This design comes from an exercise in tuning for a short achievable clock period and few clock cycles on the open sky130 flow, not from production work.
Only simulation tests tie the RTL to the original design; equivalence was not proved.
Power and IR drop assume default switching activity.

File: config.mk
export PLATFORM = sky130hd
export DESIGN_NAME = cpu
export DESIGN_NICKNAME = cpu
export VERILOG_FILES = /design/flow/design.v
export SDC_FILE = /design/flow/constraint.sdc
export NUM_CORES = 4
export LEC_CHECK = 0
export ABC_CLOCK_PERIOD_IN_PS = 1500
export CAP_MARGIN = 20
export CORE_MARGIN = 2
export CORE_UTILIZATION = 40
export SETUP_SLACK_MARGIN = 4
export SLEW_MARGIN = 20
File: constraint.sdc
create_clock -name core_clock -period 6.0 [get_ports {clk}]
set_input_delay 1.2000 -clock core_clock [delete_from_list [all_inputs] [get_ports {clk}]]
set_output_delay 1.2000 -clock core_clock [all_outputs]
set_load 0.01 [all_outputs]
File: design.v
module cpu(
    input            clk,
    input            rst,
    input            prog_we,
    input      [3:0] prog_addr,
    input      [7:0] prog_data,
    output reg [7:0] output_register,
    output reg       out_valid
);
localparam K = 3;
localparam LDA = 4'b0001;
localparam ADD = 4'b0010;
localparam OUT = 4'b0011;
localparam JMP = 4'b0100;
localparam STA = 4'b0101;
localparam LDI = 4'b0110;
localparam SUB = 4'b0111;
reg  [7:0]   ram [0:15];
wire [127:0] mem;
reg  [7:0]   a_reg;
reg  [3:0]   pc;
reg [K-1:0]   r_v;
reg [8*K-1:0] r_ins;
reg [K-1:0]   e_v;
reg [K-1:0]   e_sta;
reg [K-1:0]   e_out;
reg [4*K-1:0] e_n;
reg [8*K-1:0] e_x;      
reg [K-1:0]   e_xa;     
reg [K:0]       e_keep;
reg [K*K+K-1:0] e_use;
reg [K-1:0]     e_neg;
genvar g;
generate
    for (g = 0; g < 16; g = g + 1) begin : mem_rd
        assign mem[8*g +: 8] = ram[g];
    end
endgenerate
reg [8*K-1:0]   xv;
reg [8*K+7:0]   aval;     
reg [7:0]       t, s, c, s2, c2;
integer         ei, ej;
always @(*) begin
    for (ej = 0; ej < K; ej = ej + 1)
        xv[8*ej +: 8] = e_xa[ej] ? a_reg : e_x[8*ej +: 8];
    aval[7:0] = a_reg;
    for (ej = 1; ej <= K; ej = ej + 1) begin
        s = e_keep[ej] ? a_reg : 8'd0;
        c = 8'd0;
        for (ei = 0; ei < K; ei = ei + 1) begin
            t = e_use[K*ej + ei] ? (e_neg[ei] ? ~xv[8*ei +: 8] : xv[8*ei +: 8]) : 8'd0;
            s2 = s ^ c ^ t;
            c2 = (s & c) | (s & t) | (c & t);
            s = s2;
            c = {c2[6:0], e_use[K*ej + ei] & e_neg[ei]};
        end
        aval[8*ej +: 8] = s + c;
    end
end
reg       any_out;
reg [7:0] out_val;
integer   oj;
always @(*) begin
    any_out = 1'b0;
    out_val = a_reg;
    for (oj = 0; oj < K; oj = oj + 1)
        if (e_v[oj] && e_out[oj]) begin
            any_out = 1'b1;
            out_val = aval[8*oj +: 8];
        end
end
always @(posedge clk) begin
    if (rst) begin
        a_reg <= 8'd0;
        output_register <= 8'd0;
        out_valid <= 1'b0;
    end else begin
        a_reg <= aval[8*K +: 8];
        out_valid <= any_out;
        if (any_out)
            output_register <= out_val;
    end
end
generate
    for (g = 0; g < 16; g = g + 1) begin : mem_wr
        reg       st;
        reg [7:0] sv;
        integer   wj;
        always @(*) begin
            st = 1'b0;
            sv = aval[7:0];
            for (wj = 0; wj < K; wj = wj + 1)
                if (e_v[wj] && e_sta[wj] && e_n[4*wj +: 4] == g) begin
                    st = 1'b1;
                    sv = aval[8*wj +: 8];
                end
        end
        always @(posedge clk) begin
            if (rst) begin
                if (prog_we && prog_addr == g)
                    ram[g] <= prog_data;
            end else if (st) begin
                ram[g] <= sv;
            end
        end
    end
endgenerate
reg [8*K-1:0]   rd;
reg [K:0]       keep_n;
reg [K*K+K-1:0] use_n;
reg [K-1:0]     neg_n, xa_n, sta_n, out_n;
reg [3:0]       rop, rn;
reg             ld;
integer         ri, rj;
always @(*) begin
    for (rj = 0; rj < K; rj = rj + 1) begin
        rop = r_ins[8*rj+4 +: 4];
        rn  = r_ins[8*rj +: 4];
        rd[8*rj +: 8] = mem[8*rn +: 8];
        for (ri = 0; ri < K; ri = ri + 1)
            if (e_v[ri] && e_sta[ri] && e_n[4*ri +: 4] == rn)
                rd[8*rj +: 8] = aval[8*ri +: 8];
        if (rop == LDI)
            rd[8*rj +: 8] = {4'b0, rn};
        neg_n[rj] = rop == SUB;
        sta_n[rj] = rop == STA;
        out_n[rj] = rop == OUT;
        xa_n[rj]  = (rj > 0) && r_ins[7:4] == STA && r_ins[3:0] == rn &&
                    (rop == LDA || rop == ADD || rop == SUB);
    end
    for (rj = 0; rj <= K; rj = rj + 1) begin
        keep_n[rj] = 1'b1;
        use_n[K*rj +: K] = {K{1'b0}};
        for (ri = 0; ri < K; ri = ri + 1)
            if (ri < rj && r_v[ri]) begin
                rop = r_ins[8*ri+4 +: 4];
                ld = rop == LDA || rop == LDI;
                if (ld) begin
                    keep_n[rj] = 1'b0;
                    use_n[K*rj +: K] = {K{1'b0}};
                end
                if (ld || rop == ADD || rop == SUB)
                    use_n[K*rj + ri] = 1'b1;
            end
    end
end
always @(posedge clk) begin
    e_sta  <= sta_n;
    e_out  <= out_n;
    e_n    <= {r_ins[8*2 +: 4], r_ins[8*1 +: 4], r_ins[0 +: 4]};
    e_x    <= rd;
    e_xa   <= xa_n;
    e_keep <= keep_n;
    e_neg  <= neg_n;
    e_use  <= use_n;
    if (rst)
        e_v <= {K{1'b0}};
    else
        e_v <= r_v;
end
reg [4*K-1:0] fa;
reg [8*K-1:0] w;
reg [K-1:0]   fv;
reg [3:0]     npc, fj, wop, wn, iop, in_;
reg           haz, stop;
integer       fi, fk;
always @(*) begin
    for (fk = 0; fk < K; fk = fk + 1) begin
        fj = pc + fk;
        fa[4*fk +: 4] = fj;
        w[8*fk +: 8] = (e_v[0] && e_sta[0] && e_n[3:0] == fj) ? a_reg : mem[8*fj +: 8];
    end
    fv = {K{1'b0}};
    npc = pc;
    stop = 1'b0;
    for (fk = 0; fk < K; fk = fk + 1) begin
        fj  = fa[4*fk +: 4];
        wop = w[8*fk+4 +: 4];
        wn  = w[8*fk +: 4];
        haz = 1'b0;
        for (fi = 0; fi < K; fi = fi + 1) begin
            if (r_v[fi] && r_ins[8*fi+4 +: 4] == STA && r_ins[8*fi +: 4] == fj)
                haz = 1'b1;
            if (fi > 0 && e_v[fi] && e_sta[fi] && e_n[4*fi +: 4] == fj)
                haz = 1'b1;
        end
        for (fi = 0; fi < K; fi = fi + 1)
            if (fi < fk) begin
                iop = w[8*fi+4 +: 4];
                in_ = w[8*fi +: 4];
                if (iop == STA && in_ == fj)
                    haz = 1'b1;
                if (iop == OUT && wop == OUT)
                    haz = 1'b1;
                if (fi > 0 && iop == STA && in_ == wn &&
                    (wop == LDA || wop == ADD || wop == SUB))
                    haz = 1'b1;
            end
        if (haz)
            stop = 1'b1;
        if (!stop) begin
            fv[fk] = 1'b1;
            npc = (wop == JMP) ? wn : fj + 4'd1;
            if (wop == JMP)
                stop = 1'b1;
        end
    end
end
always @(posedge clk) begin
    r_ins <= w;
    if (rst) begin
        pc  <= 4'd0;
        r_v <= {K{1'b0}};
    end else begin
        pc  <= npc;
        r_v <= fv;
    end
end
endmodule
File: run.sh
#!/bin/bash
# synth_recipe.tcl (not shown) runs the flow's synth.tcl, then flattens the netlist and writes it again
# the make line also repeats each setting of config.mk as NAME=value (left out here)
make -C /OpenROAD-flow-scripts/flow DESIGN_CONFIG=/design/flow/config.mk WORK_HOME=/design/flow/orfs CLKGATE_MAP_FILE= SYNTH_SCRIPT=/design/flow/synth_recipe.tcl finish
==> results by group, run 1 <==
Timing
  • Crit path time final: 3.93 ns
  • Clock skew: 0.0148 ns
  • Fin crit share: 65.4%
  • Actual slew at the worst max-slew pin: 0.845 ns
  • Setup_tns: 0 ns
  • Max Transition Viols Final: 0
  • Final setup fails: 0
  • Fmax: 255 MHz
  • Unrepaired setup endpoints after global routing: true
  • Max_slew headroom: 43.4%
  • Hold Vio Cnt, Final: 0
  • Hold Slack: 0.479 ns

Synthesis
  • Post-synth EDFFs: 128
  • Top cell type's share of synthesized area: 21.3%
  • Synth cell types: 89
  • Seq/Total Area, Yosys: 26.3%
  • Area contributors post-synth: mux4_2, edfxtp_1, dfxtp_1
  • Synthesized instance count: 2369
  • Cell taking the most area after synthesis: mux4_2
  • Post-Syn Area: 22800 um2
  • Top FF cell, synth: edfxtp_1
  • YS warnings: 2
  • Mean Syn Cell Area: 9.62 um2
  • Synthesized net count: 2472
  • Synth async-reset ratio: 0%
  • Synth Register Bits: 235

Placement
  • Global placer's final weighted congestion: 1.00
  • Port-buffer cells: 23
  • DP Wirelength: 64700 um
  • Inst Count DP: 2979

Global routing
  • Largest net degree at the start of global routing: 77
  • Number of global-route vias before repair: 21400
  • Initial antenna violation count: 1
  • First-pass GRT wire length: 148000 um
  • All-Layer GR Usage: 34.1%
  • Congestion Overflow GR: 0

Pwr
  • P_leak: 11.8 nW
  • Max VDD drop: 0.000267 V
  • PwrDens: 560 nW/um2

Critical path
  • Required time of the critical path: 6.43 ns
  • Setup slack, reg-to-reg: 2.07 ns
  • CP Cell Sequence: buf_12 > mux4_2 > mux2_4 > a21oi_4 > or4b_4 > buf_4 > a21oi_4 > buf_4 > mux2i_2 > a211oi_4 > a41o_1 > nor3_2 > a211oi_1
  • Max FO, Critical Path: 6
  • CP Launch Type: register
  • Critical path class: reg2reg
  • CP arrival: 4.35 ns
  • Crit path capture type: register
  • Critical Path Slowest Stage Cell: mux4_2
  • Slowest stage delay, CP: 0.51 ns

Detailed routing
  • Wire per inst: 31.8 um
  • Final wirelength: 107000 um
  • DRT iter0 DRCs: 4020
  • Remaining DRCs: 0
  • First-pass iteration count of the detailed router: 8
  • Via density: 6.86
  • Remaining antenna violation count: 0
  • Total vias in the final route: 23200

Finish
  • Max FFs per register: 128
  • Total Nets Final: 2696
  • Largest Register: ram
  • Area Overhead vs Synth: 38.7%
  • Area taken by multi-input logic gates: 18000 um2
  • Fill count: 4632
  • Layout cells sized above 1: 42.6%
  • Post-route insts no fill: 3374
  • Post-layout util: 56.1%
  • Largest regs: ram x128, e_x x24, r_ins x24
  • Storage element area: 6110 um2

Floorplanning
  • Die Ht: 243 um
  • Die ar.: 58900 um2
  • Rows: 87
  • Core footprint: 56400 um2
  • Initial Util: 40.4%
  • Chip width: 243 um
  • Io pins: 24

Clocking
  • Root cell of the clock tree: clkbuf_16
  • Later-pin clock latency in the skew report: 0.59 ns
  • H-tree levels: 1
  • Worst-path clk slew: 0.07 ns
  • Total CTS buffers: 28
  • Max clock buf depth: 3
  • Clock Sinks: 235
  • CTS tree: yes

Run
  • Max Cap Violations: 0

Min path
  • Hold crit path type: reg2reg

Outcome
  • Status: timing/DRC/antenna clean
==> cell usage in the layout, fill, tap and decap left out, types with 64 or more instances in the layout <==
master and count:
o21ai_0 64, o21ai_1 111, nand3_1 67, buf_12 75
xnor2_1 101, mux2i_1 79, buf_4 200, nand2_1 226
a21oi_1 106, edfxtp_1 128, mux4_2 218, buf_6 79
nor2_1 174
==> synth_stat cells (10+ instances only) <==
cell type and number:
mux2i_1 105, and2_1 61, nor3_1 31, clkbuf_1 163, ha_1 64, nor2b_1 13
edfxtp_1 128, nand4_1 10, dfxtp_1 107, nand3_1 80, a21o_1 11, nand2b_1 12
fa_1 24, a211oi_1 20, buf_2 19, xnor2_1 117, nand2_1 245, o211ai_1 30
nor2_1 199, o21ai_0 219, inv_1 67, buf_6 10, mux2_2 14, a21oi_1 173
xor2_1 47, buf_1 23, o22ai_1 18, mux4_2 216
==> layer usage <==
metal | vias up | share of wire (%) | GRT usage (%)
met2 | 2199 | 42 | 49.9
met3 | 599 | 15 | 10.2
li1 | 9215 | - | -
met1 | 11100 | 35 | 44.3
met4 | 0 | 8.6 | 20.6
met5 | - | 0 | 0
==> logic make-up (layout without fill, tap and decap cells) <==
group / count (synthesis) / count (layout) / synth area share (%)
xor gates and xnor gates: 173 / 175 / 7.23
other: 0 / 3 / 0
DFF: 235 / 235 / 26.3
buffers and inverters: 299 / 542 / 5.87
and+or+nand+nor: 708 / 709 / 14.4
AOI/OAI and AO/OA: 521 / 521 / 13.0
adders and majority gates: 88 / 88 / 5.62
muxes: 345 / 345 / 27.6
==> worst max-delay path, delay by kind of cell (launching register included) <==
family,cells,cell delay (ns)
DFF,1,0.44
and+or+nand+nor,2,0.68
AOI/OAI and AO/OA,5,0.98
buffers and inverters,3,0.57
muxes,3,1.10
==> final timing paths <==
path	depth (start not counted)	startpoint	end
max	13	pc[2]$_SDFFE_PP0P_	pc[0]$_SDFFE_PP0P_
min	1	r_v[2]$_SDFF_PP0_	e_v[2]$_SDFF_PP0_
max reg2reg	13	pc[2]$_SDFFE_PP0P_	pc[0]$_SDFFE_PP0P_
min reg2reg	1	r_v[2]$_SDFF_PP0_	e_v[2]$_SDFF_PP0_
==> report_power, final <==
| part | internal [W] | leakage [nW] | switching (W) | total [W] |
|---|---|---|---|---|
| Combinational | 0.00634 | 9.19 | 0.00660 | 0.0129 |
| Sequential | 0.00210 | 2.08 | 0.000692 | 0.00279 |
| Clock | 0.00117 | 0.496 | 0.000789 | 0.00196 |
==> timing repair <==
item                                    CTS  global route
pin swaps                                88            70
cloned                                   31             8
hold buffers                              0             0
buffers inserted                        184           117
gates resized for setup                 498           230
endpoints found under the setup margin  340           335
==> through the flow <==
stage,worst slack [ns],power (W),cell area [um2]
floorplan,2.45,0.00883,23800
global placement,1.53,0.0107,24000
detailed placement,1.36,0.0108,24100
CTS,2.16,0.0158,29400
global route,1.96,0.0181,31600
finish,2.07,0.0177,31600
==> layout make-up <==
type	count	share of cell area, %
diodes	3	0.0237
clock buffers	36	2.58
clock inverters	16	0.685
inverters	70	0.954
multi-input cells	1838	56.8
flip-flops and latches	235	19.3
well taps	756	2.99
repair buffers	420	16.7
Testbench counts, summed over its fixed seeds: cycles 11,977.
==> run 2: changes to the inputs <==
--- a/design.v
+++ b/design.v
@@ -147,73 +147,94 @@
 always @(posedge clk) begin
     e_sta  <= sta_n;
     e_out  <= out_n;
-    e_n    <= {r_ins[8*2 +: 4], r_ins[8*1 +: 4], r_ins[0 +: 4]};
+    for (rj = 0; rj < K; rj = rj + 1)
+        e_n[4*rj +: 4] <= r_ins[8*rj +: 4];
     e_x    <= rd;
     e_xa   <= xa_n;
-    e_keep <= keep_n;
     e_neg  <= neg_n;
-    e_use  <= use_n;
+    if (rst) begin
+        e_keep <= {(K+1){1'b1}};
+        e_use  <= {(K*K+K){1'b0}};
+    end else begin
+        e_keep <= keep_n;
+        e_use  <= use_n;
+    end
     if (rst)
         e_v <= {K{1'b0}};
     else
         e_v <= r_v;
 end
-reg [4*K-1:0] fa;
+function [K+3:0] group;
+    input [3:0]     base;
+    input [8*K-1:0] words;
+    input [K-1:0]   blocked;
+    reg   [K-1:0]   gv;
+    reg   [3:0]     gpc, ga, wop, wn, iop, in_;
+    reg             haz, stop;
+    integer         gi, gk;
+    begin
+        gv = {K{1'b0}};
+        gpc = base;
+        stop = 1'b0;
+        for (gk = 0; gk < K; gk = gk + 1) begin
+            ga  = base + gk;
+            wop = words[8*gk+4 +: 4];
+            wn  = words[8*gk +: 4];
+            haz = blocked[gk];
+            for (gi = 0; gi < K; gi = gi + 1)
+                if (gi < gk) begin
+                    iop = words[8*gi+4 +: 4];
+                    in_ = words[8*gi +: 4];
+                    if (iop == STA && in_ == ga)
+                        haz = 1'b1;
+                    if (iop == OUT && wop == OUT)
+                        haz = 1'b1;
+                    if (gi > 0 && iop == STA && in_ == wn &&
+                        (wop == LDA || wop == ADD || wop == SUB))
+                        haz = 1'b1;
+                end
+            if (haz)
+                stop = 1'b1;
+            if (!stop) begin
+                gv[gk] = 1'b1;
+                gpc = (wop == JMP) ? wn : ga + 4'd1;
+                if (wop == JMP)
+                    stop = 1'b1;
+            end
+        end
+        group = {gpc, gv};
+    end
+endfunction
 reg [8*K-1:0] w;
-reg [K-1:0]   fv;
-reg [3:0]     npc, fj, wop, wn, iop, in_;
-reg           haz, stop;
+reg [K-1:0]   blk;
+reg [3:0]     fj;
 integer       fi, fk;
 always @(*) begin
     for (fk = 0; fk < K; fk = fk + 1) begin
         fj = pc + fk;
-        fa[4*fk +: 4] = fj;
         w[8*fk +: 8] = (e_v[0] && e_sta[0] && e_n[3:0] == fj) ? a_reg : mem[8*fj +: 8];
-    end
-    fv = {K{1'b0}};
-    npc = pc;
-    stop = 1'b0;
-    for (fk = 0; fk < K; fk = fk + 1) begin
-        fj  = fa[4*fk +: 4];
-        wop = w[8*fk+4 +: 4];
-        wn  = w[8*fk +: 4];
-        haz = 1'b0;
+        blk[fk] = 1'b0;
         for (fi = 0; fi < K; fi = fi + 1) begin
             if (r_v[fi] && r_ins[8*fi+4 +: 4] == STA && r_ins[8*fi +: 4] == fj)
-                haz = 1'b1;
+                blk[fk] = 1'b1;
             if (fi > 0 && e_v[fi] && e_sta[fi] && e_n[4*fi +: 4] == fj)
-                haz = 1'b1;
-        end
-        for (fi = 0; fi < K; fi = fi + 1)
-            if (fi < fk) begin
-                iop = w[8*fi+4 +: 4];
-                in_ = w[8*fi +: 4];
-                if (iop == STA && in_ == fj)
-                    haz = 1'b1;
-                if (iop == OUT && wop == OUT)
-                    haz = 1'b1;
-                if (fi > 0 && iop == STA && in_ == wn &&
-                    (wop == LDA || wop == ADD || wop == SUB))
-                    haz = 1'b1;
-            end
-        if (haz)
-            stop = 1'b1;
-        if (!stop) begin
-            fv[fk] = 1'b1;
-            npc = (wop == JMP) ? wn : fj + 4'd1;
-            if (wop == JMP)
-                stop = 1'b1;
-        end
-    end
-end
+                blk[fk] = 1'b1;
+        end
+    end
+end
+wire [K+3:0] grp = group(pc, w, blk);
+wire [8*K-1:0] w0   = mem[8*K-1:0];
+wire [K+3:0]   grp0 = group(4'd0, w0, {K{1'b0}});
+wire           pre_hit = prog_we && prog_addr < K;
 always @(posedge clk) begin
-    r_ins <= w;
     if (rst) begin
-        pc  <= 4'd0;
-        r_v <= {K{1'b0}};
+        r_ins <= w0;
+        pc    <= pre_hit ? 4'd0 : grp0[K +: 4];
+        r_v   <= pre_hit ? {K{1'b0}} : grp0[K-1:0];
     end else begin
-        pc  <= npc;
-        r_v <= fv;
+        r_ins <= w;
+        pc    <= grp[K +: 4];
+        r_v   <= grp[K-1:0];
     end
 end
 endmodule
==> run 2 against run 1 <==
  * Clock skew increased by 0.019 ns
  * Routed wire length increased by 9.9%
  * Power increased by 13%
  * Design area increased by 6.6%
  * Sequential share of layout area decreased by 1.1 points
  * Non-clock buffer count increased by 31
  * Register-to-register slack got worse by 0.15 ns
  * Sequential power increased by 4%
  * Fmax decreased by 3.8%
  * Via count increased by 5.1%
  * Final cell count increased by 2.2%
  * Worst hold slack got worse by 0.0020 ns
  * Still clean
==> results by group, run 2 <==
Global routing
  • Number of global-route vias before repair: 22600
  • First-pass GRT wire length: 160000 um
  • Largest net degree at the start of global routing: 52
  • All-Layer GR Usage: 36.4%
  • Initial antenna violation count: 3
  • Congestion Overflow GR: 0

Synthesis
  • Post-Synth Simple-Gate Area: 13.7%
  • Seq/Total Area, Yosys: 25.7%
  • Mux cell area share after synthesis: 29.2%
  • Post-synthesis xor/xnor area fraction: 7.15%
  • Synth cell types: 84
  • Synth async-reset ratio: 0%
  • Main combinational cell family by area after synthesis: multiplexers
  • YS warnings: 2
  • Post-synth EDFFs: 132
  • Synthesized instance count: 2417
  • Post-Syn Area: 23500 um2
  • Top FF cell, synth: edfxtp_1
  • Synthesized net count: 2519
  • Area contributors post-synth: mux4_2, edfxtp_1, dfxtp_1
  • Synth cell count leaders: nand2_1, mux4_2, o21ai_0, clkbuf_1, nor2_1
  • Mean Syn Cell Area: 9.71 um2
  • Synth Register Bits: 235
  • Top cell type's share of synthesized area: 21.1%
  • Top-count cell post-synth: nand2_1
  • Cell taking the most area after synthesis: mux4_2
  • Compound-Gate Fraction of Synth Area: 13.5%
  • Post-synthesis adder-cell area fraction: 5.41%

Finish
  • Post-layout util: 58.3%
  • Layout cells sized above 1: 47.0%
  • Max FFs per register: 128
  • Fill count: 4437
  • Largest regs: ram x128, e_x x24, r_ins x24
  • Largest Register: ram
  • Commonest non-fill, non-tap cell in the layout: mux4_2
  • Area Overhead vs Synth: 43.6%
  • Total Nets Final: 2761
  • Commonest cells after routing, fill and taps aside: mux4_2, buf_4, nand2_1

Critical path
  • Slowest stage delay, CP: 0.61 ns
  • CP arrival: 4.40 ns
  • Required time of the critical path: 6.32 ns
  • Crit path capture type: register
  • R2r endpoint: ram[14][7]$_DFFE_PP_
  • Setup slack, reg-to-reg: 1.92 ns
  • Critical Path Slowest Stage Cell: fa_1
  • Max FO, Critical Path: 8
  • FF-to-FF Start: e_xa[1]$_DFF_P_
  • CP Launch Type: register
  • CP Cell Sequence: buf_6 > mux2i_2 > xnor2_1 > nand2_1 > fa_1 > inv_2 > ha_4 > fa_2 > a21oi_2 > nor2_2 > nor2_2 > o21bai_1 > a21oi_2 > xnor2_2 > buf_4 > clkbuf_16 > a21oi_2 > o21ai_1
  • Reg2reg path depth: 18
  • Critical path's most frequent cell: a21oi_2
  • Critical path class: reg2reg

Pwr
  • PwrDens: 594 nW/um2
  • Net Switching: 0.00914 W
  • P_leak: 12.5 nW
  • Clock Power Share: 9.8%
  • Logic pwr share: 75.7%
  • Max VDD drop: 0.000307 V
  • Seq pwr share: 14.4%
  • Total power: 0.0200 W
  • Power Internal: 0.0109 W
  • Switching part of the total: 45.6%

Min path
  • Hold crit path type: reg2reg
  • Hold path start: output_register[5]$_SDFFE_PP0P_
  • Hold Path End: output_register[5]$_SDFFE_PP0P_
  • Worst hold stages: 2

Timing
  • Setup_tns: 0 ns
  • Clock skew: 0.0335 ns
  • Setup WS post-layout: 1.92 ns
  • Hold Vio Cnt, Final: 0
  • Fmax: 245 MHz
  • Actual slew at the worst max-slew pin: 0.919 ns
  • Max_slew headroom: 38.6%
  • Final setup fails: 0
  • Max Transition Viols Final: 0
  • Crit path time final: 4.08 ns
  • Unrepaired setup endpoints after global routing: true
  • Fin crit share: 68.0%

Outcome
  • Status: timing/DRC/antenna clean

Clocking
  • CTS tree: yes
  • Clock Sinks: 235
  • Max clock buf depth: 3
  • H-tree levels: 1
  • Later-pin clock latency in the skew report: 0.61 ns
  • Total CTS buffers: 30
  • Root cell of the clock tree: clkbuf_16
  • Worst-path clk slew: 0.07 ns
  • CTS Hold Bufs: 0

Run
  • Max Cap Violations: 0

Detailed routing
  • DRT iter0 DRCs: 4071
  • First-pass iteration count of the detailed router: 12
  • Via density: 7.06
  • Final wirelength: 118000 um
  • Wire per inst: 34.2 um
  • Total vias in the final route: 24300
  • Remaining DRCs: 0
  • Remaining antenna violation count: 0

Floorplanning
  • Io pins: 24
  • Rows: 88
  • Die ar.: 60600 um2
  • Chip width: 246 um
  • Initial Util: 40.6%
  • Die Ht: 246 um
  • Core footprint: 57800 um2

Placement
  • DP Wirelength: 67100 um
  • DP Worst Slack: 1.49 ns
  • Global placer's final weighted congestion: 1.01
  • Port-buffer cells: 23
## run 2: changes by cell type after synthesis, moves of 9 or more
cell	delta
nand2_1	-23
a21oi_1	-19
clkbuf_1	+13
nand3_1	-29
a21boi_0	+9
nor2_1	-29
a211o_1	+18
nor4_1	+9
mux2_2	+9
xor2_1	+10
a22oi_1	+11
mux2i_1	+51
## run 2: worst max path at each step
stage                                    from                               to  slack, ns  cells past startpoint
after floorplan               pc[1]$_DFFE_PP_                  pc[0]$_DFFE_PP_       2.37                     16
after detailed placement  a_reg[0]$_SDFF_PP0_  output_register[7]$_SDFFE_PP0P_       1.49                     16
after global routing          e_xa[1]$_DFF_P_             ram[14][7]$_DFFE_PP_       1.83                     17
final                         e_xa[1]$_DFF_P_             ram[14][7]$_DFFE_PP_       1.92                     18
after CTS                    e_neg[0]$_DFF_P_             ram[14][7]$_DFFE_PP_       2.17                     16
after global placement       e_neg[0]$_DFF_P_  output_register[7]$_SDFFE_PP0P_       1.43                     12
## run 2: power groups by stage
stage	clock [W]	combinational (W)	sequential, W
2_1_floorplan	0	0.00755	0.00226
3_3_place_gp	0	0.00903	0.00275
3_5_place_dp	0	0.00915	0.00275
4_1_cts	0.00196	0.0129	0.00278
5_1_grt	0.00202	0.0155	0.00289
6_report	0.00197	0.0152	0.00289
## run 2: per-stage QoR
stage          hold WS (ns)  instance area (um2)  instances
6_report              0.477                33700       3449
5_1_grt               0.499                33700       3447
4_1_cts               0.472                31400       3348
3_5_place_dp          0.459                25000       3016
3_3_place_gp          0.449                25000       3016
2_1_floorplan         0.329                25000       2417
## run 2: what timing repair did
action | in CTS | in global routing
endpoints found under the hold margin | 0 | 0
cloned | 35 | 10
setup endpoints to repair | 350 | 326
resized for setup | 522 | 289
pin swaps | 115 | 120
buffers inserted | 242 | 89
## run 2: critical path, delay by kind of cell, from the launching register on
| kind | cells | cell delay, ns |
|---|---|---|
| AO/OA/AOI/OAI | 5 | 0.69 |
| XOR/XNOR | 2 | 0.33 |
| adder cells (fa/ha/maj) | 3 | 1.22 |
| buffers and inverters | 4 | 0.52 |
| flip-flops | 1 | 0.45 |
| multiplexers | 1 | 0.25 |
| AND/OR/NAND/NOR | 3 | 0.33 |
## run 2: layout make-up
cell class,instances,area [um2],area share (%)
inverter,62,269,0.798
clock inverter,20,218,0.646
clock buffer,35,833,2.47
timing repair inverter,2,22.5,0.0668
multi-input combinational,1877,19400,57.7
sequential,235,6130,18.2
timing repair buffer,451,5820,17.3
antenna,2,5.00,0.0149
tap,765,957,2.84
## run 2: cell families (layout without fill, tap and decap cells)
| logic type | Yosys count | in the layout |
|---|---|---|
| DFF | 235 | 235 |
| muxes | 403 | 403 |
| AOI/OAI and AO/OA | 537 | 537 |
| other | 0 | 2 |
| xor gates and xnor gates | 183 | 185 |
| and+or+nand+nor | 665 | 665 |
| adders and majority gates | 87 | 87 |
| buffers and inverters | 307 | 570 |
## run 2: metal layers
metal	vias to the layer above	share of wire (%)	GRT usage, %
met5	-	0.011	0
met1	11800	34	46.3
met3	640	16	12.3
met4	2	9.2	25.1
met2	2405	41	52.0
li1	9491	-	-
Testbench counts of run 2, summed over its fixed seeds: cycles 11,644.

what the ideal ports hide:
How much do the figures lean on ideal ports? The routed layouts below were timed once more, with nothing changed but the port constraints. Step 1: set_driving_cell puts a clkbuf_16 on clk and a buf_2 on each other input, an assumption about the parent block. Step 2 times the ports against the registers' clock, not the clock port: input delays grow and output delays shrink by t, the midpoint of the rising clock arrivals with the driver on. a / b / c = ideal ports / drivers / drivers and shift; a / b = the first two.
run	t, ns	setup WS [ns]	worst hold slack (ns)	worst data-port slew with drivers (ns)	pins driven straight from the clock port
run 1	0.641	2.073 / 2.073 / 2.073	0.479 / 0.479 / 0.479	0.15	1
run 2	0.651	1.920 / 1.920 / 1.920	0.477 / 0.477 / 0.477	0.23	1
After both steps every run listed still meets setup and hold.
